What follows belongs to an exercise in optimizing a design on an open flow for small area and a short achievable clock period; a production flow would make more cautious choices.
At most, simulation tests tie the RTL to the original design; equivalence was not proved.
No functional check of the RTL was part of run 4.
The flow treats the clock pin as an ideal source, which a real chip does not have.
Power is estimated from default activity; no workload was simulated.

File: design/flow/flow/run.sh
#!/bin/bash
# The standard layout (standard.sh, unchanged synthesis), with two changes:
# the port buffers that buffer_ports inserts are plain buf_4 cells instead of
# the delay cells it picks by default, and after CTS the setup repair is run
# again (flow/post_cts.tcl, through ORFS's POST_CTS_TCL hook). Each tool's
# full output stays in orfs/logs; make's own output goes to standard.log here.
set -euo pipefail
here=$(pwd)
export BUFFER_PORTS_ARGS="-buffer_cell sky130_fd_sc_hd__buf_4"
export POST_CTS_TCL="$here/flow/post_cts.tcl"
bash standard.sh > standard.log 2>&1
File: design/flow/flow/post_cts.tcl
# Sourced by ORFS's cts.tcl (POST_CTS_TCL) after its own setup repair: the
# repair often stops early, so run it again from where it stopped, then
# legalize the placement as cts.tcl does.
log_cmd estimate_parasitics -placement
for {set pass 0} {$pass < 2} {incr pass} {
  repair_timing_helper
  log_cmd estimate_parasitics -placement
}
set result [catch { detailed_placement } msg]
if { $result != 0 } {
  error "Detailed placement failed after the extra repair: $msg"
}
check_placement -verbose
report_worst_slack
report_design_area
File: design/flow/standard.sh
#!/bin/bash
# synth_recipe.tcl (not shown) runs the flow's synth.tcl, then flattens the netlist and writes it again
# the make line also repeats each setting of config.mk as NAME=value (left out here)
make -C /OpenROAD-flow-scripts/flow DESIGN_CONFIG=/design/flow/config.mk WORK_HOME=/design/flow/orfs CLKGATE_MAP_FILE= SYNTH_SCRIPT=/design/flow/synth_recipe.tcl "${@:-finish}"
File: design/flow/config.mk
export PLATFORM = sky130hd
export DESIGN_NAME = PISO_SRAM
export DESIGN_NICKNAME = PISO_SRAM
export VERILOG_FILES = /design/flow/design.v
export SDC_FILE = /design/flow/constraint.sdc
export NUM_CORES = 4
export LEC_CHECK = 0
export CAP_MARGIN = 20
export CORE_MARGIN = 2
export CORE_UTILIZATION = 50
export CTS_CLUSTER_DIAMETER = 100
export CTS_CLUSTER_SIZE = 25
export PLACE_DENSITY = 0.6
export SETUP_SLACK_MARGIN = 2.85
export SLEW_MARGIN = 20
File: design/flow/constraint.sdc
create_clock -name core_clock -period 5.0 [get_ports {clk}]
set_input_delay 1.0000 -clock core_clock [delete_from_list [all_inputs] [get_ports {clk}]]
set_output_delay 1.0000 -clock core_clock [all_outputs]
set_load 0.01 [all_outputs]
File: design/flow/design.v
`timescale 1ns/1ps
module FIFO#(
    parameter width = 32,
    parameter depth = 64,
    parameter ptr_w = 6
)
(
    clk, rstn,
    rd_en, wrt_en,
    data_in,
    read_ready,
    data_out,
    full, empty,
    out_valid,
    empty_o
);
input clk, rstn;
input rd_en, wrt_en;
input [width-1 : 0] data_in;
input read_ready;
output [width-1 : 0] data_out;
output full, empty;
output out_valid;
output empty_o;    
reg full, not_empty;
assign empty = !not_empty;
reg [width-1 : 0] sram_mem [0 : depth-1];
reg [ptr_w-1 : 0] waddr, raddr;
reg [width-1 : 0] din_q, din_qq;    
reg was_empty, was_empty2;          
wire rd_do, wr_do;
wire [ptr_w-1 : 0] waddr_inc, raddr_inc;
assign waddr_inc = waddr + 1'b1;
assign raddr_inc = raddr + 1'b1;
assign rd_do = rd_en & not_empty & read_ready;
assign wr_do = wrt_en & (!full | rd_do);
assign out_valid = rd_do;
always @(posedge clk) begin
    din_q <= data_in;
    din_qq <= din_q;
    was_empty <= !not_empty;
    was_empty2 <= was_empty;
end
reg [3:0] wsel_hi, wcom_grp;
reg [15:0] wsel_lo, wcom_lo;
always @(posedge clk or negedge rstn) begin
    if(!rstn) begin
        wsel_hi <= 4'd1;
        wsel_lo <= 16'd1;
        wcom_grp <= 4'd0;
    end
    else begin
        if(wr_do) begin
            wsel_lo <= {wsel_lo[14:0], wsel_lo[15]};
            if(wsel_lo[15])
                wsel_hi <= {wsel_hi[2:0], wsel_hi[3]};
        end
        wcom_grp <= wsel_hi & {4{wr_do}};
    end
end
always @(posedge clk)
    wcom_lo <= wsel_lo;
integer w;
always @(posedge clk) begin
    for (w = 0; w < depth; w = w + 1)
        if (wcom_grp[w/16] & wcom_lo[w%16])
            sram_mem[w] <= din_q;
end
reg [3:0] rsel_hi;
reg [15:0] rsel_lo;
always @(posedge clk or negedge rstn) begin
    if(!rstn) begin
        rsel_hi <= 4'd1;
        rsel_lo <= 16'd1;
    end
    else if(rd_do) begin
        rsel_lo <= {rsel_lo[14:0], rsel_lo[15]};
        if(rsel_lo[15])
            rsel_hi <= {rsel_hi[2:0], rsel_hi[3]};
    end
end
reg [width-1 : 0] grp [0 : 3];
reg [width-1 : 0] grp_d [0 : 3];
integer i, j;
always @(*) begin
    for (i = 0; i < 4; i = i + 1) begin
        grp_d[i] = {width{1'b0}};
        for (j = 0; j < 16; j = j + 1)
            grp_d[i] = grp_d[i] | (sram_mem[16*i+j] & {width{rsel_lo[j]}});
    end
end
always @(posedge clk) begin
    for (i = 0; i < 4; i = i + 1)
        grp[i] <= grp_d[i];
end
reg [width-1 : 0] rdata;
always @(*) begin
    rdata = {width{1'b0}};
    for (i = 0; i < 4; i = i + 1)
        rdata = rdata | (grp[i] & {width{rsel_hi[i]}});
end
assign data_out = was_empty ? din_q : was_empty2 ? din_qq : rdata;
always @(posedge clk or negedge rstn) begin
    if(!rstn)
        raddr <= 'b0;
    else if(rd_do)
        raddr <= raddr_inc;
end
always @(posedge clk or negedge rstn) begin
    if(!rstn)
        waddr <= 'b0;
    else if(wr_do)
        waddr <= waddr_inc;
end
always @(posedge clk or negedge rstn) begin
    if(!rstn)
        full <= 'b0;
    else if((wr_do & !rd_do) && (waddr_inc == raddr))
        full <= 'b1;
    else if(rd_do & !wr_do)
        full <= 'b0;
end
reg not_empty_o;
assign empty_o = !not_empty_o;
always @(posedge clk or negedge rstn) begin
    if(!rstn)
        not_empty_o <= 'b0;
    else
        not_empty_o <= (not_empty_o | (wr_do & !rd_do)) & !((rd_do & !wr_do) && (raddr_inc == waddr));
end
always @(posedge clk or negedge rstn) begin
    if(!rstn)
        not_empty <= 'b0;
    else if((rd_do & !wr_do) && (raddr_inc == waddr))
        not_empty <= 'b0;
    else if(wr_do & !rd_do)
        not_empty <= 'b1;
end
endmodule
`timescale 1ns/1ps
module serial_out#(
    parameter width = 32,
    parameter count_w = 5
)
(
    clk, rstn,
    rd_en,
    data_in,
    data_out,
    read_ready,
    data_valid,
    read_ready_o,
    data_valid_o
);
input clk ,rstn;
input [width-1 : 0] data_in;
input rd_en;
output data_out;
output read_ready;
output data_valid;
output read_ready_o;
output data_valid_o;
reg [width-1 : 1] data_hi;
reg data_lo;
reg [count_w-1 : 0] count;
reg data_valid;
assign read_ready = !data_valid;
reg valid_o, busy_o;
assign data_valid_o = valid_o;
assign read_ready_o = !busy_o;
wire last = (count == 'd31);
wire load = rd_en & read_ready;
wire keep = data_valid & !last;
always @(posedge clk) begin
    data_hi <= load ? data_in[width-1:1] : {data_hi[width-1], data_hi[width-1:2]};
end
always@(posedge clk or negedge rstn) begin
    if(!rstn) begin
        count <= 'b0;
        data_lo <= 'b0;
        data_valid <= 'b0;
        valid_o <= 'b0;
        busy_o <= 'b0;
    end
    else begin
        data_lo <= load ? data_in[0] : (keep & data_hi[1]);
        valid_o <= load | (valid_o & !last);
        busy_o <= (load | busy_o) & !last;
        if(last) begin
            data_valid <= 'b0;
            count <= 'b0;
        end
        else if(load) begin
            data_valid <= 'b1;
            count <= 'b0;
        end
        else if(data_valid)
            count <= count + 'b1;
    end
end
assign data_out = data_lo;
endmodule
`timescale 1ns/1ps
module PISO_SRAM#(
    parameter width = 32,
    parameter depth = 64,
    parameter ptr_w = 6
)
(
    clk, rstn,
    rd_en, wrt_en,
    data_in,
    data_out,
    full, empty,
    out_valid,
    read_ready
);
input clk, rstn;
input rd_en, wrt_en;
input [width-1 : 0] data_in;
output data_out;
output full, empty;
output out_valid;
output read_ready;
wire [width-1 : 0] trans_data;
wire trans_valid;
wire ready_int, empty_int, valid_int;
FIFO fifo0(
    .clk(clk),
    .rstn(rstn),
    .rd_en(rd_en),
    .wrt_en(wrt_en),
    .data_in(data_in),
    .read_ready(ready_int),
    .data_out(trans_data),
    .full(full),
    .empty(empty_int),
    .out_valid(trans_valid),
    .empty_o(empty));
serial_out so1(
    .clk(clk), .rstn(rstn),
    .rd_en(trans_valid),
    .data_in(trans_data),
    .data_out(data_out),
    .read_ready(ready_int),
    .data_valid(valid_int),
    .read_ready_o(read_ready),
    .data_valid_o(out_valid)
);
endmodule
==> metrics.md, run 1 <==
| Metric | Value |
|---|---|
| Die H | 408 um |
| Unrepaired setup endpoints after global routing | true |
| Overall routing resource usage | 0.290 |
| Period Utilization, post-route | 0.473 |
| Fin. Hold Viols | 0 |
| DR WL/cell | 37.4 um |
| Syn Nets | 4,324 |
| Pins Over Slew Limit | 0 |
| Critical path peak fanout | 2 |
| Reg2Reg Depth | 5 |
| Vias in the first global route | 42,500 |
| Initial Utilization | 0.503 |
| Min Tclk post-route | 2.36 ns |
| Clock Skew | 0.0374 ns |
| Row count | 148 |
| WL final | 246 mm |
| Initial antenna violation count | 8 |
| Critical Path Sink Type | output port |
| Most frequent cells in the layout | 2,049 x edfxtp_1, 512 x a22o_1, 512 x a221oi_1 |
| Final-report setup violation count | 0 |
| Vias | 44,700 |
| Startpoint types | flip-flop |
| Setup slack, reg-to-reg | 2.86 ns |
| RePlAce Congestion | 0.850 |
| Area grow syn2layout | 8.35% |
| Post-Syn Area per Cell | 19.1 sq um |
| Fmax | 423 MHz |
| Number of standard cells in the layout, taps in and fillers out | 6,584 |
| Leading post-synthesis cells by cell area | edfxtp_1 75%, dfxtp_1 5.9%, a221oi_1 5.5% |
| Total negative setup slack | 0 ns |
| Slew headroom | 0.240 |
| Yosys top cell by area | edfxtp_1 |
| Placed Cells | 6,363 |
| Post-place instance area | 0.0851 sq mm |
| CP Data Arrival Time | 1.36 ns |
| DIE AREA | 0.167 sq mm |
| Synth warnings | 5 |
| Worst r2r src | fifo0.rsel_hi[3] |
| Fin area | 0.0886 sq mm |
| Synth top area share | 0.753 |
| Hold Crit Class | input port to flip-flop |
| Pre-antenna DRT Iters | 6 |
| Static Leak | 27.9 nW |
| Post-synthesis cell type count | 46 |
| I/O Buffers | 40 |
| Ports | 41 |
| CTS clk-pin slew, worst paths | 0.10 ns |
| Critical path class | flip-flop to output port |
| CORE AREA | 0.163 sq mm |
| Power per cell area | 368 mW/mm^2 |
| Peak supply drop | 0.283 mV |
| Reg2Reg Capture Point | so1.data_hi[26] |
| Status | complete, no violations |
| #FFs+latches synth | 2,357 |
| Antenna-violating nets left | 0 |
| CTS tree | done |
| Critical Path RT | 4.00 ns |
| Worst Tran Pin Value | 1.14 ns |
| Worst skew pair latency | 0.77 ns |
| Vias per cell | 6.79 |
| First-pass GRT wire length | 339 mm |
| Critical path launch point | fifo0.not_empty_o |
| Largest net degree at the start of global routing | 83 |
| Max cap viols | 0 |
| Die width | 408 um |
| Layout Nets | 4,362 |
| Seq/Total Area, Yosys | 0.832 |
| Synthesized area | 0.0817 sq mm |
| Layout cells sized above 1 | 0.103 |
| Commonest non-fill, non-tap cell in the layout | edfxtp_1 |
| DRT iter0 DRCs | 6,791 |
| Gr ovfl total | 0 |
| Worst setup path endpoint | empty |
| Clock net sink count | 2,357 |
| DRC violations left | 0 |
| Mapped Cells | 4,284 |
| Min Hold Slack | 0.327 ns |
| DP HPWL | 112 mm |
## synth_stat cells (all sizes together)
cell type,count
nand3,36
buf,40
edfxtp,2049
o31ai,2
dfxtp,240
xor2,10
and3,3
or4,1
o21bai,1
mux2i,1
dfstp,4
mux2,8
or3,1
o21ai,7
nor3,2
dfrtp,64
and2,68
o22a,1
clkbuf,237
o211ai,30
a22o,512
a21oi,67
xnor2,11
a22oi,65
o22ai,2
a311oi,1
ha,4
inv,11
and3b,1
nor2,38
a221oi,512
nor3b,1
nor2b,3
nand3b,4
a41oi,1
nand2,112
a21boi,1
nand4,130
a211oi,3
## report_power, final
| group | switching [mW] | internal (mW) |
|---|---|---|
| sequential | 0.147 | 21.6 |
| clock | 5.89 | 4.03 |
| combinational | 0.645 | 0.298 |
| total | 6.68 | 25.9 |
## kinds of logic after synthesis
group                      count (synthesis)  share of synthesized area
adders and majority gates                  4                   0.000612
AOI/OAI and AO/OA                       1205                      0.124
buffers and inverters                    288                     0.0135
DFF                                     2357                      0.832
xor gates and xnor gates                  21                    0.00225
and+or+nand+nor                          400                     0.0258
muxes                                      9                    0.00122
## registers in the layout (all words and copies together) (netlist names), 4 cells and up
signal	count
fifo0.sram_mem	2048
fifo0.grp	128
fifo0.din_q	32
fifo0.din_qq	32
so1.data_hi	31
fifo0.rsel_lo	16
fifo0.wcom_lo	16
fifo0.wsel_lo	16
fifo0.raddr	6
fifo0.waddr	6
so1.count	5
fifo0.rsel_hi	4
fifo0.wcom_grp	4
fifo0.wsel_hi	4
## critical path, stage by stage, from the launching register on
cell and delay (ns):
dfrtp_1 0.40, inv_2 0.10, buf_6 0.11
## metrics by stage
| stage | worst slack [ns] | utilization | power [mW] |
|---|---|---|---|
| after floorplan | 2.98 | - | 22.6 |
| after global placement | 2.04 | 0.523 | 23.0 |
| after detailed placement | 2.02 | 0.523 | 23.0 |
| after global routing | 2.61 | 0.545 | 33.4 |
| final | 2.64 | 0.545 | 32.6 |
## worst min-delay path by stage
stage / startpoint / to / slack, ns / cells past startpoint
floorplan: fifo0.was_empty / fifo0.was_empty2 / 0.33 / 0
global placement: fifo0.wsel_lo[10] / fifo0.wcom_lo[10] / 0.38 / 0
detailed placement: fifo0.wsel_lo[12] / fifo0.wcom_lo[12] / 0.38 / 0
global route: data_in[20] / fifo0.din_q[20] / 0.31 / 1
finish: data_in[20] / fifo0.din_q[20] / 0.33 / 1
## cell type report
cell class / instances / area, sq um
Clock buffer: 186 / 2930
Tap cell: 2175 / 2720
Fill cell: 12600 / 74000
Inverter: 11 / 41.3
Antenna cell: 1 / 2.50
Multi-Input combinational cell: 1641 / 12700
Sequential cell: 2357 / 68100
Timing Repair Buffer: 207 / 1960
Clock inverter: 6 / 60.1
## layer usage
layer	vias to the layer above	part of all wire	track usage
met5	-	0.00012	0
met4	4	0.034	0.0885
met3	382	0.099	0.0400
met2	2613	0.47	0.465
met1	23700	0.39	0.415
li1	18000	-	-
==> inputs of run 2 (changes only) <==
--- a/design/flow/design.v
+++ b/design/flow/design.v
@@ -12,7 +12,8 @@
     data_out,
     full, empty,
     out_valid,
-    empty_o
+    empty_o,
+    full_o
 );
 input clk, rstn;
 input rd_en, wrt_en;
@@ -22,6 +23,7 @@
 output full, empty;
 output out_valid;
 output empty_o;    
+output full_o;     
 reg full, not_empty;
 assign empty = !not_empty;
 reg [width-1 : 0] sram_mem [0 : depth-1];
@@ -119,6 +121,13 @@
         full <= 'b1;
     else if(rd_do & !wr_do)
         full <= 'b0;
+end
+reg full_o;
+always @(posedge clk or negedge rstn) begin
+    if(!rstn)
+        full_o <= 'b0;
+    else
+        full_o <= (full_o | ((wr_do & !rd_do) && (waddr_inc == raddr))) & !(rd_do & !wr_do);
 end
 reg not_empty_o;
 assign empty_o = !not_empty_o;
@@ -224,7 +233,7 @@
 output read_ready;
 wire [width-1 : 0] trans_data;
 wire trans_valid;
-wire ready_int, empty_int, valid_int;
+wire ready_int, empty_int, valid_int, full_int;
 FIFO fifo0(
     .clk(clk),
     .rstn(rstn),
@@ -233,10 +242,11 @@
     .data_in(data_in),
     .read_ready(ready_int),
     .data_out(trans_data),
-    .full(full),
+    .full(full_int),
     .empty(empty_int),
     .out_valid(trans_valid),
-    .empty_o(empty));
+    .empty_o(empty),
+    .full_o(full));
 serial_out so1(
     .clk(clk), .rstn(rstn),
     .rd_en(trans_valid),
--- a/design/flow/config.mk
+++ b/design/flow/config.mk
@@ -11,5 +11,5 @@
 export CTS_CLUSTER_DIAMETER = 100
 export CTS_CLUSTER_SIZE = 25
 export PLACE_DENSITY = 0.6
-export SETUP_SLACK_MARGIN = 2.85
+export SETUP_SLACK_MARGIN = 2.75
 export SLEW_MARGIN = 20
==> metrics.md, run 2 <==
| Metric | Value |
|---|---|
| Leading post-synthesis cells by cell area | edfxtp_1 75%, dfxtp_1 5.9%, a221oi_1 5.5% (unchanged) |
| Vias in the first global route | 42,400 (was 42,500) |
| First-pass GRT wire length | 337 mm (was 339 mm) |
| Largest register FFs | 2,048 (unchanged) |
| CTS tree | done (unchanged) |
| Clock Skew | 0.0337 ns (was 0.0374 ns) |
| Synth warnings | 5 (unchanged) |
| Fin area | 0.0885 sq mm (was 0.0886 sq mm) |
| Die width | 408 um (about the same) |
| Initial antenna violation count | 11 (was 8) |
| Antenna-violating nets left | 0 (unchanged) |
| Syn Nets | 4,326 (was 4,324) |
| Max cap viols | 0 (unchanged) |
| Overall routing resource usage | 0.289 (was 0.290) |
| Mapped Cells | 4,286 (was 4,284) |
| Worst Tran Pin Value | 1.12 ns (was 1.14 ns) |
| CP bufs+invs | 2 (unchanged) |
| Layout Nets | 4,352 (was 4,362) |
| Row count | 148 (unchanged) |
| CORE AREA | 0.163 sq mm (unchanged) |
| Worst skew pair latency | 0.77 ns (about the same) |
| Most common cell in the synthesized netlist | edfxtp_1 (unchanged) |
| Critical Path RT | 4.00 ns (about the same) |
| Clock net sink count | 2,358 (was 2,357) |
| Area grow syn2layout | 8.31% (was 8.35%) |
| Adder and majority gate portion of the synthesized area | 0.000612 (about the same) |
| Most used DFF post-synth | edfxtp_1 (unchanged) |
| Post-place instance area | 0.0851 sq mm (about the same) |
| Hold Crit Class | input port to asynchronous set/reset pin (was input port to flip-flop) |
| Die H | 408 um (about the same) |
| Largest family of logic cells by synthesized area | compound AO/OA/AOI/OAI gates (unchanged) |
| Ports | 41 (unchanged) |
| Initial Utilization | 0.503 (about the same) |
| Post-synth EDFFs | 2,049 (unchanged) |
| Synth async-reset ratio | 0.0293 (was 0.0289) |
| Synthesized area | 0.0817 sq mm (about the same) |
| Peak supply drop | 0.304 mV (was 0.283 mV) |
| Yosys top cell by area | edfxtp_1 (unchanged) |
| Power per cell area | 368 mW/mm^2 (about the same) |
| Pre-antenna DRT Iters | 5 (was 6) |
| Most frequent cells in the layout | 2,049 x edfxtp_1, 512 x a22o_1, 512 x a221oi_1 (unchanged) |
| Synth Area in Compound Gates | 0.124 (about the same) |
| DR WL/cell | 37.4 um (about the same) |
| Gr ovfl total | 0 (unchanged) |
| WL final | 246 mm (about the same) |
| CP Data Arrival Time | 1.46 ns (was 1.36 ns) |
| Static Leak | 27.8 nW (was 27.9 nW) |
| DP HPWL | 115 mm (was 112 mm) |
| Slew headroom | 0.256 (was 0.240) |
| Min Tclk post-route | 2.46 ns (was 2.36 ns) |
| Critical path peak fanout | 2 (unchanged) |
| Commonest non-fill, non-tap cell in the layout | edfxtp_1 (unchanged) |
| Period Utilization, post-route | 0.491 (was 0.473) |
| Fin. Hold Viols | 0 (unchanged) |
| Synth top area share | 0.753 (about the same) |
| Mux cell area share after synthesis | 0.00135 (was 0.00122) |
| CP cell instances | inv_2 -> buf_6 (unchanged) |
| Status | complete, no violations (unchanged) |
| DIE AREA | 0.167 sq mm (about the same) |
| Post-synthesis cell type count | 45 (was 46) |
| XOR/XNOR share of the synthesized area | 0.00236 (was 0.00225) |
| Synth Area in Simple Gates | 0.0257 (was 0.0258) |
| CP max stage delay | 0.46 ns (was 0.40 ns) |
| Fmax | 407 MHz (was 423 MHz) |
| Pins Over Slew Limit | 0 (unchanged) |
| Vias | 44,800 (was 44,700) |
| Post-Syn Area per Cell | 19.1 sq um (about the same) |
| Largest net degree at the start of global routing | 82 (was 83) |
| Most frequent cells after synthesis | 2,049 x edfxtp_1, 512 x a221oi_1, 512 x a22o_1 (unchanged) |
| Seq/Total Area, Yosys | 0.833 (was 0.832) |
| Vias per cell | 6.81 (was 6.79) |
| Startpoint types | flip-flop (unchanged) |
| #FFs+latches synth | 2,358 (was 2,357) |
| Total negative setup slack | 0 ns (unchanged) |
| DRT iter0 DRCs | 7,347 (was 6,791) |
| Final core utilization | 0.545 (about the same) |
| Critical Path Sink Type | output port (unchanged) |
| Critical path class | flip-flop to output port (unchanged) |
| RePlAce Congestion | 0.834 (was 0.850) |
| Biggest register | fifo0.sram_mem (unchanged) |
| I/O Buffers | 40 (unchanged) |
| Layout cells sized above 1 | 0.101 (was 0.103) |
| Unrepaired setup endpoints after global routing | true (unchanged) |
| CTS clk-pin slew, worst paths | 0.10 ns (about the same) |
| CP delay by family, top | flip-flops (unchanged) |
| DRC violations left | 0 (unchanged) |
| CP max-delay cell | dfrtp_2 (was dfrtp_1) |
| Final-report setup violation count | 0 (unchanged) |
run 2: cell count changes in the layout (fill, tap and decap cells not counted), moves of 4 or more:
cell / change
nand2_1: +31
a311oi_1: +30
o211ai_1: -30
a21oi_1: -29
nand3_1: -28
o21ai_0: +28
buf_4: -8
nor2_1: +6
and2_2: +4
clkbuf_16: +4
inv_1: -4
run 2: kinds of logic after synthesis:
family / count (synthesis)
flip-flops: 2358
AO/OA/AOI/OAI: 1201
AND/OR/NAND/NOR: 409
buffers and inverters: 282
XOR/XNOR: 22
multiplexers: 10
adder cells (fa/ha/maj): 4
run 2: per-stage QoR:
step	setup WS, ns	total power, mW	cells	hold slack, ns
3_5_place_dp	2.11	23.0	6366	0.377
3_3_place_gp	2.16	22.9	6366	0.376
6_report	2.54	32.6	6581	0.326
2_1_floorplan	2.80	22.6	4286	0.329
5_1_grt	2.52	33.4	6578	0.312
run 2: final timing paths:
check                                  start           endpoint  slack [ns]  depth (start not counted)
setup / recovery           fifo0.not_empty_o              empty        2.54                          2
hold / removal                          rstn       so1.count[4]        0.33                          1
setup reg to reg            fifo0.rsel_hi[1]    so1.data_hi[22]        2.68                          5
hold reg to reg             fifo0.wsel_lo[4]   fifo0.wcom_lo[4]        0.40                          0
max in group asynchronous               rstn  fifo0.rsel_lo[10]        3.94                          1
min in group core_clock          data_in[20]    fifo0.din_q[20]        0.33                          1
run 2: report_power, final:
part / total (mW) / switching, mW / internal (mW) / leakage [nW]
combinational: 0.851 / 0.594 / 0.257 / 5.10
sequential: 21.7 / 0.159 / 21.5 / 21.2
clock: 10.1 / 5.90 / 4.16 / 1.46
total: 32.6 / 6.65 / 26.0 / 27.8
run 2: worst register-to-register path, cell delays in order (launching register included):
cell	delay, ns
dfrtp_1	0.56
buf_4	0.33
a22oi_1	0.83
a311oi_1	0.20
a21oi_1	0.17
o21ai_0	0.09
run 2: routing by layer:
metal / vias up / GRT usage / part of all wire / wire [um]
met5: - / 0 / 0 / 0
met4: 0 / 0.0813 / 0.028 / 6860
met3: 305 / 0.0482 / 0.11 / 27200
met2: 2702 / 0.450 / 0.47 / 115000
met1: 23800 / 0.423 / 0.40 / 97600
li1: 18000 / - / - / -
run 2: cell type report:
cell class	instances	area, sq um
timing repair buffer	195	1830
tap	2175	2720
clock inverter	4	37.5
antenna	3	7.51
sequential	2358	68200
clock buffer	193	3040
multi-input combinational	1646	12700
fill	12700	74000
inverter	7	27.5
==> inputs of run 3 (changes only) <==
--- a/design/flow/config.mk
+++ b/design/flow/config.mk
@@ -9,7 +9,7 @@
 export CORE_MARGIN = 2
 export CORE_UTILIZATION = 50
 export CTS_CLUSTER_DIAMETER = 100
-export CTS_CLUSTER_SIZE = 25
+export CTS_CLUSTER_SIZE = 28
 export PLACE_DENSITY = 0.6
 export SETUP_SLACK_MARGIN = 2.75
 export SLEW_MARGIN = 20
==> metrics.md, run 3 <==
| Metric | Value |
|---|---|
| DP HPWL | 115 mm (unchanged) |
| Unrepaired setup endpoints after global routing | true (unchanged) |
| Area grow syn2layout | 7.90% (was 8.31%) |
| CP Data Arrival Time | 1.44 ns (was 1.46 ns) |
| Initial antenna violation count | 6 (was 11) |
| DRT iter0 DRCs | 7,345 (was 7,347) |
| Dpl ws | 2.11 ns (unchanged) |
| Worst r2r src | fifo0.rsel_hi[1] (unchanged) |
| Reg2Reg Capture Point | so1.data_hi[22] (unchanged) |
| CP max-delay cell | dfrtp_2 (unchanged) |
| Yosys top cell by area | edfxtp_1 (unchanged) |
| WHS Endpoint | fifo0.din_q[31] |
| Clock Skew | 0.0413 ns (was 0.0337 ns) |
| Clock net sink count | 2,358 (unchanged) |
| CP cell instances | inv_2 -> buf_6 (unchanged) |
| Worst skew pair latency | 0.76 ns (was 0.77 ns) |
| Max cap viols | 0 (unchanged) |
| Synthesized area | 0.0817 sq mm (unchanged) |
| Status | complete, no violations (unchanged) |
| Synth warnings | 5 (unchanged) |
| Hold Crit Class | input port to flip-flop (was input port to asynchronous set/reset pin) |
| Worst Tran Pin Value | 0.965 ns (was 1.12 ns) |
| Adder and majority gate portion of the synthesized area | 0.000612 (unchanged) |
| Fin. Hold Viols | 0 (unchanged) |
| Final worst-path setup slack | 2.56 ns (was 2.54 ns) |
| Critical Path Sink Type | output port (unchanged) |
| Period Utilization, post-route | 0.488 (was 0.491) |
| First-pass GRT wire length | 337 mm (about the same) |
| Min-Delay Startpoint | data_in[31] |
| Antenna-violating nets left | 0 (unchanged) |
| Total negative setup slack | 0 ns (unchanged) |
| Pre-antenna DRT Iters | 5 (unchanged) |
| Largest net degree at the start of global routing | 82 (unchanged) |
| RePlAce Congestion | 0.834 (unchanged) |
| Min Tclk post-route | 2.44 ns (was 2.46 ns) |
| Synth Area in Simple Gates | 0.0257 (unchanged) |
| Vias per cell | 6.79 (was 6.81) |
| DR WL/cell | 37.5 um (was 37.4 um) |
| Most common cell in the synthesized netlist | edfxtp_1 (unchanged) |
| Synth async-reset ratio | 0.0293 (unchanged) |
| Critical path peak fanout | 2 (unchanged) |
| Critical path class | flip-flop to output port (unchanged) |
| Synth top area share | 0.753 (unchanged) |
| Syn Nets | 4,326 (unchanged) |
| Vias | 44,500 (was 44,800) |
| I/O Buffers | 40 (unchanged) |
| Biggest register | fifo0.sram_mem (unchanged) |
| Most frequent cells after synthesis | 2,049 x edfxtp_1, 512 x a221oi_1, 512 x a22o_1 (unchanged) |
| Synth Area in Compound Gates | 0.124 (unchanged) |
| Peak supply drop | 0.281 mV (was 0.304 mV) |
| Post-synth EDFFs | 2,049 (unchanged) |
| Filler cells | 12,700 (about the same) |
| Pins Over Slew Limit | 0 (unchanged) |
| Commonest non-fill, non-tap cell in the layout | edfxtp_1 (unchanged) |
| Post-Syn Area per Cell | 19.1 sq um (unchanged) |
| Critical Path RT | 4.00 ns (about the same) |
| Number of standard cells in the layout, taps in and fillers out | 6,557 (was 6,581) |
| Row count | 148 (unchanged) |
| DIE AREA | 0.167 sq mm (unchanged) |
| Layout cells sized above 1 | 0.0993 (was 0.101) |
| Largest register FFs | 2,048 (unchanged) |
| Vias in the first global route | 42,400 (about the same) |
| CP max stage delay | 0.46 ns (about the same) |
| Layout Nets | 4,343 (was 4,352) |
| Post-synthesis cell type count | 45 (unchanged) |
| Slew headroom | 0.357 (was 0.256) |
| Initial Utilization | 0.503 (unchanged) |
| Overall routing resource usage | 0.289 (about the same) |
| CTS tree | done (unchanged) |
| Mux cell area share after synthesis | 0.00135 (unchanged) |
| #FFs+latches synth | 2,358 (unchanged) |
| CORE AREA | 0.163 sq mm (unchanged) |
| Mapped Cells | 4,286 (unchanged) |
| Setup slack, reg-to-reg | 2.74 ns (was 2.68 ns) |
| Seq/Total Area, Yosys | 0.833 (unchanged) |
| Fmax | 410 MHz (was 407 MHz) |
| Most used DFF post-synth | edfxtp_1 (unchanged) |
| Reg2Reg Depth | 5 (unchanged) |
| Final-report setup violation count | 0 (unchanged) |
| Most frequent cells in the layout | 2,049 x edfxtp_1, 512 x a22o_1, 512 x a221oi_1 (unchanged) |
| Gr ovfl total | 0 (unchanged) |
| Startpoint types | flip-flop (unchanged) |
| Placed Cells | 6,366 (unchanged) |
| Ports | 41 (unchanged) |
| DRC violations left | 0 (unchanged) |
| Static Leak | 27.6 nW (was 27.8 nW) |
| Leading post-synthesis cells by cell area | edfxtp_1 75%, dfxtp_1 5.9%, a221oi_1 5.5% (unchanged) |
| WHS Path Cells | 1 |
| Die H | 408 um (unchanged) |
| XOR/XNOR share of the synthesized area | 0.00236 (unchanged) |
| CTS clk-pin slew, worst paths | 0.11 ns (was 0.10 ns) |
| Power per cell area | 364 mW/mm^2 (was 368 mW/mm^2) |
| WL final | 246 mm (about the same) |
| Die width | 408 um (unchanged) |
| Largest family of logic cells by synthesized area | compound AO/OA/AOI/OAI gates (unchanged) |
[run 3: cell type report]
| class | instances | area [sq um] | share of cell area |
|---|---|---|---|
| tap | 2175 | 2720 | 0.0309 |
| sequential | 2358 | 68200 | 0.773 |
| multi-input combinational | 1646 | 12700 | 0.144 |
| clock inverter | 2 | 25.0 | 0.000284 |
| inverter | 7 | 30.0 | 0.000340 |
| timing repair buffer | 196 | 1840 | 0.0209 |
| clock buffer | 172 | 2710 | 0.0307 |
| antenna | 1 | 2.50 | 0.0000284 |
[run 3: report_power, final]
| group | switching [mW] | internal, mW |
|---|---|---|
| logic | 0.595 | 0.258 |
| clock network | 5.77 | 3.73 |
| registers | 0.160 | 21.5 |
[run 3: metal layers]
layer,up-vias,GRT usage,part of all wire
li1,18000,-,-
met3,324,0.0484,0.10
met5,-,0,0
met2,2527,0.450,0.46
met4,0,0.0832,0.031
met1,23700,0.423,0.40
[run 3: cell families (layout without fill, tap and decap cells)]
family                     after synthesis  in the layout
AOI/OAI and AO/OA                     1201           1201
xor gates and xnor gates                22             22
adders and majority gates                4              4
buffers and inverters                  282            377
DFF                                   2358           2358
muxes                                   10             10
other                                    0              1
and+or+nand+nor                        409            409
[run 3: worst max path at each step]
stage	startpoint	to	slack, ns	cells past startpoint
6_report	fifo0.not_empty_o	empty	2.56	2
5_1_grt	fifo0.not_empty_o	empty	2.54	2
3_5_place_dp	rd_en	fifo0.wsel_hi[2]	2.11	6
3_3_place_gp	rd_en	fifo0.wsel_hi[1]	2.16	6
2_1_floorplan	rd_en	fifo0.not_empty_o	2.80	5
[run 3: through the flow]
step | hold slack, ns | cell area (sq um) | util | power [mW]
2_1_floorplan | 0.329 | 81700 | - | 22.6
3_3_place_gp | 0.376 | 85100 | 0.524 | 22.9
3_5_place_dp | 0.377 | 85100 | 0.524 | 23.0
5_1_grt | 0.328 | 88200 | 0.543 | 32.9
6_report | 0.338 | 88200 | 0.543 | 32.1
[run 3: worst max-delay path, delay by kind of cell (launching register included)]
family                 cells  cell delay [ns]
buffers and inverters      2             0.22
flip-flops                 1             0.46
==> inputs of run 4 (changes only) <==
==> design/flow/design.v (replaced) <==
`timescale 1ns/1ps
module FIFO#(
    parameter width = 32,
    parameter depth = 64,
    parameter ptr_w = 6
)
(
    clk, rstn,
    rd_en, wrt_en,
    data_in,
    read_ready,
    data_out,
    full, empty,
    out_valid
);
input clk, rstn;
input rd_en, wrt_en;
input [width-1 : 0] data_in;
input read_ready;
output [width-1 : 0] data_out;
output full, empty;
output out_valid;
reg full, empty;
reg [width-1 : 0] sram_mem [0 : depth-1];
reg [ptr_w-1 : 0] waddr, raddr;
wire rd_do, wr_do;
wire [ptr_w-1 : 0] waddr_inc, raddr_inc;
assign waddr_inc = waddr + 1'b1;
assign raddr_inc = raddr + 1'b1;
assign rd_do = rd_en & !empty & read_ready;
assign wr_do = (wrt_en & !full) || (full & wrt_en & rd_do);
assign data_out = rd_do ? sram_mem[raddr] : 0;
assign out_valid = rd_do;
integer i;
always@(posedge clk or negedge rstn) begin
    if(!rstn) begin
        for(i = 0; i < depth; i=i+1)begin
            sram_mem[i] <= 'b0;
        end
    end
    else begin
        if(wr_do)begin
            sram_mem[waddr] <= data_in;
        end
    end
end
always @(posedge clk or negedge rstn) begin
    if(!rstn)begin
        raddr <= 'b0;
    end
    else begin
        if(rd_do) begin
            raddr <= raddr_inc;
        end
    end
end
always @(posedge clk or negedge rstn) begin
    if(!rstn) begin
        waddr <= 'b0;
    end
    else begin
        if(wr_do) begin
            waddr <= waddr_inc;
        end
    end
end
always @(posedge clk or negedge rstn) begin
    if(!rstn) begin
        full <= 'b0;
    end
    else begin
        if((wr_do & !rd_do) && (waddr_inc == raddr)) begin 
            full <= 'b1;
        end
        else if(rd_do & !wr_do) begin 
            full <= 'b0;
        end
    end
end
always @(posedge clk or negedge rstn) begin
    if(!rstn) begin
        empty <= 'b1;
    end
    else begin
        if((rd_do & !wr_do) && (raddr_inc == waddr)) begin 
            empty <= 'b1;
        end
        else if(wr_do & !rd_do) begin 
            empty <= 'b0;
        end
    end
end
endmodule
`timescale 1ns/1ps
module serial_out#(
    parameter width = 32,
    parameter count_w = 5
)
(
    clk, rstn,
    rd_en,
    data_in,
    data_out,
    read_ready,
    data_valid
);
input clk ,rstn;
input [width-1 : 0] data_in;
input rd_en;
output data_out;
output read_ready;
output data_valid;
reg [width-1 : 0] data_reg;
reg [count_w-1 : 0] count;
reg data_valid;
reg read_ready;
integer i;
always@(posedge clk or negedge rstn) begin
    if(!rstn) begin
        count <= 'b0;
        data_reg <= 'b0;
        data_valid <= 'b0;
        read_ready <= 'b1;
    end
    else begin
        if(count == 'd31) begin
            data_valid <= 'b0;
            read_ready <= 'b1;
            count <= 'b0;
        end
        else begin
            if(rd_en & read_ready) begin
                data_valid <= 'b1;
                read_ready <= 'b0;
                data_reg <= data_in;
                count <= 'b0;
            end
            if(data_valid) begin
                count <= count + 'b1;
                data_reg <= data_reg >> 1;
            end
        end
    end
end
assign data_out = data_valid ? data_reg[0] : 0;
endmodule
`timescale 1ns/1ps
module PISO_SRAM#(
    parameter width = 32,
    parameter depth = 64,
    parameter ptr_w = 6
)
(
    clk, rstn,
    rd_en, wrt_en,
    data_in,
    data_out,
    full, empty,
    out_valid,
    read_ready
);
input clk, rstn;
input rd_en, wrt_en;
input [width-1 : 0] data_in;
output data_out;
output full, empty;
output out_valid;
output read_ready;
wire [width-1 : 0] trans_data;
wire trans_valid;
FIFO fifo0(
    .clk(clk), 
    .rstn(rstn),
    .rd_en(rd_en), 
    .wrt_en(wrt_en),
    .data_in(data_in),
    .read_ready(read_ready),
    .data_out(trans_data),
    .full(full), 
    .empty(empty),
    .out_valid(trans_valid));
serial_out so1(
    .clk(clk), .rstn(rstn),
    .rd_en(trans_valid),
    .data_in(trans_data),
    .data_out(data_out),
    .read_ready(read_ready),
    .data_valid(out_valid)
);
endmodule
==> design/flow/run.sh (new file) <==
#!/bin/bash
# synth_recipe.tcl (not shown) runs the flow's synth.tcl, then flattens the netlist and writes it again
# the make line also repeats each setting of config.mk as NAME=value (left out here)
make -C /OpenROAD-flow-scripts/flow DESIGN_CONFIG=/design/flow/config.mk WORK_HOME=/design/flow/orfs CLKGATE_MAP_FILE= SYNTH_SCRIPT=/design/flow/synth_recipe.tcl finish
--- a/design/flow/config.mk
+++ b/design/flow/config.mk
@@ -8,8 +8,5 @@
 export CAP_MARGIN = 20
 export CORE_MARGIN = 2
 export CORE_UTILIZATION = 50
-export CTS_CLUSTER_DIAMETER = 100
-export CTS_CLUSTER_SIZE = 28
 export PLACE_DENSITY = 0.6
-export SETUP_SLACK_MARGIN = 2.75
 export SLEW_MARGIN = 20
removed: design/flow/flow/run.sh
removed: design/flow/flow/post_cts.tcl
removed: design/flow/standard.sh
==> metrics.md, run 4 <==
| Metric | Value |
|---|---|
| Die width | 433 um (was 408 um) |
| DRT iter0 DRCs | 8,654 (was 7,345) |
| Postcts setup bufs | 0 |
| DP HPWL | 214 mm (was 115 mm) |
| Peak supply drop | 0.293 mV (was 0.281 mV) |
| First-pass GRT wire length | 502 mm (was 337 mm) |
| Critical path class | flip-flop to flip-flop (was flip-flop to output port) |
| CORE AREA | 0.183 sq mm (was 0.163 sq mm) |
| CP bufs+invs | 1 (was 2) |
| Worst skew pair latency | 0.89 ns (was 0.76 ns) |
| Fmax | 227 MHz (was 410 MHz) |
| Root buf cell | clkbuf_16 |
| RePlAce Congestion | 0.921 (was 0.834) |
| Commonest non-fill, non-tap cell in the layout | dfrtp_1 (was edfxtp_1) |
| Antenna-violating nets left | 0 (unchanged) |
| Hold Crit Class | input port to asynchronous set/reset pin (was input port to flip-flop) |
| Critical Path Sink Type | flip-flop (was output port) |
| Largest register FFs | 2,048 (unchanged) |
| Seq/Total Area, Yosys | 0.571 (was 0.833) |
| Max cap viols | 0 (unchanged) |
| Vias in the first global route | 63,600 (was 42,400) |
| Num CTS Buffers | 217 |
| CTS tree | done (unchanged) |
| Clk buf depth | 3 |
| CTS clk-pin slew, worst paths | 0.06 ns (was 0.11 ns) |
| Reg2Reg Depth | 9 (was 5) |
| Min Tclk post-route | 4.41 ns (was 2.44 ns) |
| Status | complete, no violations (unchanged) |
| Clock net sink count | 2,101 (was 2,358) |
| Final-report setup violation count | 0 (unchanged) |
| Startpoint types | flip-flop (unchanged) |
| Yosys top cell by area | dfrtp_1 (was edfxtp_1) |
| Critical path peak fanout | 25 (was 2) |
| Most common cell in the synthesized netlist | dfrtp_1 (was edfxtp_1) |
| Die H | 433 um (was 408 um) |
| CP delay by family, top | simple AND/OR/NAND/NOR gates (was flip-flops) |
| Most frequent cells after synthesis | 2,099 x dfrtp_1, 2,035 x mux2_2, 499 x clkbuf_1 (was 2,049 x edfxtp_1, 512 x a221oi_1, 512 x a22o_1) |
| Gr ovfl total | 0 (unchanged) |
| Row count | 157 (was 148) |
| Most used DFF post-synth | dfrtp_1 (was edfxtp_1) |
| Most frequent cells in the layout | 2,094 x dfrtp_1, 2,035 x mux2_2, 356 x a22oi_1 (was 2,049 x edfxtp_1, 512 x a22o_1, 512 x a221oi_1) |
| Power per cell area | 367 mW/mm^2 (was 364 mW/mm^2) |
| Final worst-path setup slack | 0.594 ns (was 2.56 ns) |
| Vias | 64,800 (was 44,500) |
| Fin. Hold Viols | 0 (unchanged) |
| #FFs+latches synth | 2,101 (was 2,358) |
| Total negative setup slack | 0 ns (unchanged) |
| Largest net degree at the start of global routing | 149 (was 82) |
| Overall routing resource usage | 0.383 (was 0.289) |
| Worst Tran Pin Value | 1.27 ns (was 0.965 ns) |
| H-tree depth reported by CTS | 4 |
| Vias per cell | 6.97 (was 6.79) |
| Synth async-reset ratio | 1.00 (was 0.0293) |
| DIE AREA | 0.188 sq mm (was 0.167 sq mm) |
| Leading post-synthesis cells by cell area | dfrtp_1 57%, mux2_2 25%, a22oi_1 2.9% (was edfxtp_1 75%, dfxtp_1 5.9%, a221oi_1 5.5%) |
| CP max stage delay | 0.80 ns (was 0.46 ns) |
| Period Utilization, post-route | 0.881 (was 0.488) |
| Pre-antenna DRT Iters | 6 (was 5) |
| CTS Hold Bufs | 0 |
| Synth top area share | 0.570 (was 0.753) |
| Post-synth EDFFs | 0 (was 2,049) |
| WL final | 359 mm (was 246 mm) |
| Layout Nets | 6,695 (was 4,343) |
| Post-synthesis cell type count | 69 (was 45) |
| Layout cells sized above 1 | 0.422 (was 0.0993) |
| Synth warnings | 3 (was 5) |
| PostCTS Resize Cnt | 0 |
| DRC violations left | 0 (unchanged) |
| Pins Over Slew Limit | 0 (unchanged) |
| Dpl ws | 0.623 ns (was 2.11 ns) |
| DR WL/cell | 38.7 um (was 37.5 um) |
| Ports | 41 (unchanged) |
| Mapped Cells | 6,762 (was 4,286) |
| Slew headroom | 0.149 (was 0.357) |
| Clock Skew | 0.0683 ns (was 0.0413 ns) |
| I/O Buffers | 40 (unchanged) |
| Static Leak | 50.8 nW (was 27.6 nW) |
| Pwr Total | 38.3 mW (was 32.1 mW) |
| Syn Nets | 6,808 (was 4,326) |
| Critical Path Stages | 9 (was 2) |
| Post-Syn Area per Cell | 13.6 sq um (was 19.1 sq um) |
| Placed Cells | 8,894 (was 6,366) |
| Unrepaired setup endpoints after global routing | false (was true) |
| Number of standard cells in the layout, taps in and fillers out | 9,290 (was 6,557) |
| CP Data Arrival Time | 5.16 ns (was 1.44 ns) |
| Synthesized area | 0.0921 sq mm (was 0.0817 sq mm) |
| CP cell instances | inv_1 -> ha_1 -> and3b_2 -> and3_1 -> a2111oi_0 -> nand4_1 -> or4_1 -> o32ai_1 -> o22ai_1 (was inv_2 -> buf_6) |
| Area grow syn2layout | 13.4% (was 7.90%) |
| Min Hold Slack | 0.0919 ns (was 0.338 ns) |
| CP max-delay cell | a2111oi_0 (was dfrtp_2) |
| Initial antenna violation count | 22 (was 6) |
| Initial Utilization | 0.503 (about the same) |
| Critical Path RT | 5.75 ns (was 4.00 ns) |
-- run 4: cell count changes after synthesis, sizes merged, moves of 253 or more --
cell | before | now
edfxtp | 2049 | 0
dfrtp | 65 | 2099
a22o | 512 | 233
a22oi | 64 | 356
mux2 | 8 | 2049
clkbuf | 246 | 499
-- run 4: logic make-up (layout without fill, tap and decap cells) --
family | after synthesis | in the layout | share of synthesized area
flops | 2101 | 2101 | 0.571
mux | 2053 | 2053 | 0.251
compound gates | 1085 | 1085 | 0.0962
simple gates | 785 | 785 | 0.0476
buf+inv | 703 | 756 | 0.0305
xor+xnor | 25 | 25 | 0.00238
fa+ha+maj | 10 | 10 | 0.00136
other cells | 0 | 11 | 0
-- run 4: final cells by class --
cell class | instances | area (sq um)
Tap cell | 2464 | 3080
Sequential cell | 2101 | 52600
Clock inverter | 43 | 608
Multi-Input combinational cell | 3958 | 37700
Fill cell | 14900 | 78700
Inverter | 14 | 52.6
Clock buffer | 342 | 6510
Antenna cell | 11 | 27.5
Timing Repair Buffer | 357 | 3860
-- run 4: report_power, final --
group	internal (mW)	total, mW	switching, mW	leakage (nW)
registers	17.6	18.3	0.650	29.0
clock network	9.27	16.3	7.02	3.48
logic	1.09	3.75	2.67	18.3
total	28.0	38.3	10.3	50.8
-- run 4: final timing paths --
kind                                        startpoint                      to  slack, ns
worst max register to register          fifo0.raddr[1]        so1.data_reg[11]       0.59
min in group core_clock                     data_in[0]   fifo0.sram_mem[27][0]       0.47
worst max-delay path                    fifo0.raddr[1]        so1.data_reg[11]       0.59
worst min register to register  fifo0.sram_mem[12][26]  fifo0.sram_mem[12][26]       0.49
max in group asynchronous                         rstn    fifo0.sram_mem[1][0]       3.32
worst min-delay path                              rstn  fifo0.sram_mem[40][19]       0.09
-- run 4: stage by stage --
step	cell area [sq um]	utilization
after floorplan	92100	-
after global placement	97200	0.531
after detailed placement	97200	0.531
after CTS	104000	0.570
after global routing	104000	0.570
final	104000	0.570
-- run 4: routing by layer --
| layer | GRT usage | up-vias | wire length (um) |
|---|---|---|---|
| li1 | - | 25200 | - |
| met4 | 0.216 | 8 | 24000 |
| met2 | 0.563 | 3720 | 155000 |
| met3 | 0.0971 | 1107 | 38000 |
| met1 | 0.519 | 34700 | 142000 |
| met5 | 0 | - | 53 |

-- what the ideal ports hide --
The flow's constraints put no driver on any port. The routed layouts listed below were extracted and timed again, unchanged, in two steps.
Step 1 sets driving cells, clkbuf_16 on the clock port and buf_2 on the other inputs (assumed; they add their load-dependent delay and slew).
Step 2 moves the port delays by t, midway between the first and last clock arrival at a register: inputs arrive t later, outputs are due t later. That takes back most of the time a late clock gives input paths.
Three values: ideal ports, drivers, drivers and shift; two values: the first two.
| run | t, ns | slack for setup (ns) | hold WS [ns] |
|---|---|---|---|
| run 1 | 0.843 | 2.637 / 2.547 / 2.393 | 0.327 / 0.260 / 0.403 |
| run 2 | 0.843 | 2.543 / 2.454 / 2.381 | 0.326 / 0.262 / 0.398 |
| run 3 | 0.826 | 2.561 / 2.475 / 2.377 | 0.338 / 0.278 / 0.407 |
| run 4 | 0.955 | 0.594 / 0.594 / 0.594 | 0.092 / 0.091 / 0.493 |
After both steps setup and hold are still met in every run listed. For run 1, which loses most, drivers alone change the setup slack by -0.090 ns; drivers and shift together by -0.244 ns.
